Context: an optimization exercise on an open-source flow, tuned for small area and a short achievable clock period. The choices shown serve that exercise and are no tape-out recipe.

## cordic
module cordic #(
    parameter integer C_S00_AXIS_TDATA_WIDTH = 32,
    parameter integer C_M00_AXIS_TDATA_WIDTH = 32,
    parameter integer C_NUM_CORDIC_ITERATIONS = 16,
    parameter integer C_CORDIC_FRAC_WIDTH = 16,
    parameter integer C_CORDIC_GAIN = 39796
)(
    input wire s00_axis_aclk,
    input wire s00_axis_aresetn,
    input wire s00_axis_tlast,
    input wire s00_axis_tvalid,
    input wire [C_S00_AXIS_TDATA_WIDTH-1:0] s00_axis_tdata,
    input wire [(C_S00_AXIS_TDATA_WIDTH/8)-1:0] s00_axis_tstrb,
    output logic s00_axis_tready,
    input wire m00_axis_tready,
    output logic m00_axis_tvalid,
    output logic m00_axis_tlast,
    output logic [C_M00_AXIS_TDATA_WIDTH-1:0] m00_axis_tdata,  
    output logic [(C_M00_AXIS_TDATA_WIDTH/8)-1:0] m00_axis_tstrb
);
Size: ~1,200 flip-flops, roughly 80 I/O pins.
export LEC_CHECK = 0
export CAP_MARGIN = 20
export CORE_MARGIN = 2
export CORE_UTILIZATION = 60
export PLACE_DENSITY = 0.72
export SLEW_MARGIN = 20
create_clock -name core_clock -period 10.0 [get_ports {s00_axis_aclk}]
standard.sh (not shown) runs the stock make flow with config.mk's settings and CLKGATE_MAP_FILE= SYNTH_SCRIPT=/design/flow/synth_recipe.tcl, a recipe that flattens the netlist after the stock synthesis.
==> flow/flow/run.sh <==
#!/bin/bash
set -euo pipefail
export SETUP_SLACK_MARGIN=5.7
bash standard.sh > standard.log 2>&1
Change:
--- a/flow/design.v
+++ b/flow/design.v
@@ -24,57 +24,53 @@
     localparam logic [256-1:0] ZT0 = {16'hbe12, 16'hfe10, 16'he3d8, 16'h23d6, 16'hd208, 16'h1206, 16'hf7ce, 16'h37cc, 16'hc834, 16'h0832, 16'hedfa, 16'h2df8, 16'hdc2a, 16'h1c28, 16'h01f0, 16'h41ee};
     localparam logic [256-1:0] ZT1 = {16'hfb3d, 16'h0053, 16'hfdc7, 16'h02dd, 16'hfc81, 16'h0197, 16'hff0b, 16'h0421, 16'hfbdf, 16'h00f5, 16'hfe69, 16'h037f, 16'hfd23, 16'h0239, 16'hffad, 16'h04c3};
     localparam logic [1024-1:0] ZT2 = {16'hffb2, 16'h0002, 16'hffda, 16'h002a, 16'hffc6, 16'h0016, 16'hffee, 16'h003e, 16'hffbc, 16'h000c, 16'hffe4, 16'h0034, 16'hffd0, 16'h0020, 16'hfff8, 16'h0048, 16'hffb6, 16'h0006, 16'hffde, 16'h002e, 16'hffca, 16'h001a, 16'hfff2, 16'h0042, 16'hffc0, 16'h0010, 16'hffe8, 16'h0038, 16'hffd4, 16'h0024, 16'hfffc, 16'h004c, 16'hffb4, 16'h0004, 16'hffdc, 16'h002c, 16'hffc8, 16'h0018, 16'hfff0, 16'h0040, 16'hffbe, 16'h000e, 16'hffe6, 16'h0036, 16'hffd2, 16'h0022, 16'hfffa, 16'h004a, 16'hffb8, 16'h0008, 16'hffe0, 16'h0030, 16'hffcc, 16'h001c, 16'hfff4, 16'h0044, 16'hffc2, 16'h0012, 16'hffea, 16'h003a, 16'hffd6, 16'h0026, 16'hfffe, 16'h004e};
     wire en = m00_axis_tready;
     logic v_r [1:17];
     logic l_r [1:17];
     logic f_r [1:16];
     wire [15:0] in_i = s00_axis_tdata[15:0];
     wire [15:0] in_q = s00_axis_tdata[31:16];
     wire [15:0] a_in = in_i[15] ? 16'(-in_i) : in_i;
     wire [15:0] b_in = in_q[15] ? 16'(-in_q) : in_q;
-    wire i_min = in_i[15] & ~|in_i[14:0];
-    wire d0_in = in_q[15] & ~|in_q[14:0];
-    wire signed [16:0] i_s = {in_i[15], in_i};
-    wire signed [16:0] q_s = {in_q[15], in_q};
-    wire signed [16:0] sum_iq = i_s + q_s;
-    wire [16:0] zb = (i_s ^ q_s) ^ {i_s[15:0] | q_s[15:0], 1'b0};
-    wire lt_pp = q_s < i_s;                       
-    wire lt_pn = ~sum_iq[16] & (|zb);             
-    wire lt_np = sum_iq[16];                      
-    wire lt_nn = i_s < q_s;                       
-    wire lt = in_i[15] ? (in_q[15] ? lt_nn : lt_np) : (in_q[15] ? lt_pn : lt_pp);
-    wire d1_in = d0_in | (lt & ~i_min);
-    wire swp_in = ~d0_in & lt & ~i_min;
-    wire signed [17:0] a_x = {{2{a_in[15]}}, a_in};
-    wire signed [17:0] b_x = {2'd0, b_in};
-    logic signed [17:0] p_r, q_r;
-    logic d0_r, d1_r;
+    wire d0_in = b_in[15];
+    wire d1_in = d0_in | ($signed({1'b0, b_in}) < $signed({a_in[15], a_in}));
+    logic [15:0] a_r, b_r;
+    logic d0_r, d1_r, swp_r;
     always_ff @(posedge s00_axis_aclk) begin
         if (en) begin
-            p_r    <= swp_in ? b_x : a_x;
-            q_r    <= swp_in ? a_x : b_x;
+            a_r    <= a_in;
+            b_r    <= b_in;
             d0_r   <= d0_in;
             d1_r   <= d1_in;
+            swp_r  <= d1_in & ~d0_in;
             f_r[1] <= in_i[15];
             v_r[1] <= s00_axis_tvalid;
             l_r[1] <= s00_axis_tlast;
         end
     end
-    wire signed [19:0] p = 20'(p_r);
-    wire signed [19:0] q = 20'(q_r);
+    wire signed [19:0] a_s = {{4{a_r[15]}}, a_r};
+    wire signed [19:0] b_t = {4'd0, b_r};
+    wire swp = swp_r;
+    wire signed [19:0] p = swp ? b_t : a_s;
+    wire signed [19:0] q = swp ? a_s : b_t;
     wire [19:0] nd = {20{~d1_r}};
     wire [19:0] xa = p, xb = q << 1, xc = q;
     wire [19:0] ya = (p << 1) ^ nd, yb = p ^ nd, yc = q ^ ~nd;
-    wire signed [19:0] x2 = xa + xb + xc;
-    wire signed [19:0] y2 = ya + yb + yc + {18'd0, ~d1_r, d1_r};
+    wire [19:0] xs2 = xa ^ xb ^ xc;
+    wire [19:0] xc2 = {(xa[18:0] & xb[18:0]) | (xa[18:0] & xc[18:0]) | (xb[18:0] & xc[18:0]), 1'b0};
+    wire [19:0] ys2 = ya ^ yb ^ yc;
+    wire [19:0] yc2 = {(ya[18:0] & yb[18:0]) | (ya[18:0] & yc[18:0]) | (yb[18:0] & yc[18:0]), 1'b1};
+    wire signed [19:0] x2, y2;
+    addc #(20) ax2 (.a(xs2), .b(xc2), .ci(1'b0), .s(x2));
+    addc #(20) ay2 (.a(ys2), .b(yc2), .ci(~d1_r), .s(y2));
     logic signed [19:0] x2_r, y2_r;
     logic [1:0] dec2_r;
     always_ff @(posedge s00_axis_aclk) begin
         if (en) begin
             x2_r   <= x2;
             y2_r   <= y2;
             dec2_r <= {d1_r, d0_r};
             f_r[2] <= f_r[1];
             v_r[2] <= v_r[1];
             l_r[2] <= l_r[1];
         end
What happened: Sequential share of layout area rose by 0.65 points; count of clock-buffer cells in the layout fell by 2; fmax fell by 1.4%; global-route usage is about the same; final area fell by 1.9%; die area fell by about 1.3%.
Function was not checked in any run of this note: the RTL went through the layout flow alone.

==> afterwards: timing with drivers on the ports <==
Ports are ideal in the flow. The routed layouts listed here were re-timed in OpenROAD.
Step 1: set_driving_cell puts a clkbuf_16 on s00_axis_aclk and a buf_2 on each other input, an assumption about the parent block.
Step 2 moves the port delays by t, midway between the first and last clock arrival at a register: inputs arrive t later, outputs are due t later. That takes back most of the time a late clock gives input paths.
Three values: ideal, step 1, step 2; two values: the first two.
run	shift t [ns]	slack for setup (ns)	worst hold slack (ns)	worst data-port slew with drivers (ns)
the first run	0.843	5.703 / 5.426 / 4.869	0.389 / 0.389 / 0.389	0.31
the second run	0.859	5.640 / 5.341 / 4.748	0.414 / 0.414 / 0.414	0.38
After both steps every run listed still meets setup and hold. The setup slack of the second run, which loses most, moves by -0.299 ns with the drivers and by -0.892 ns with both steps.
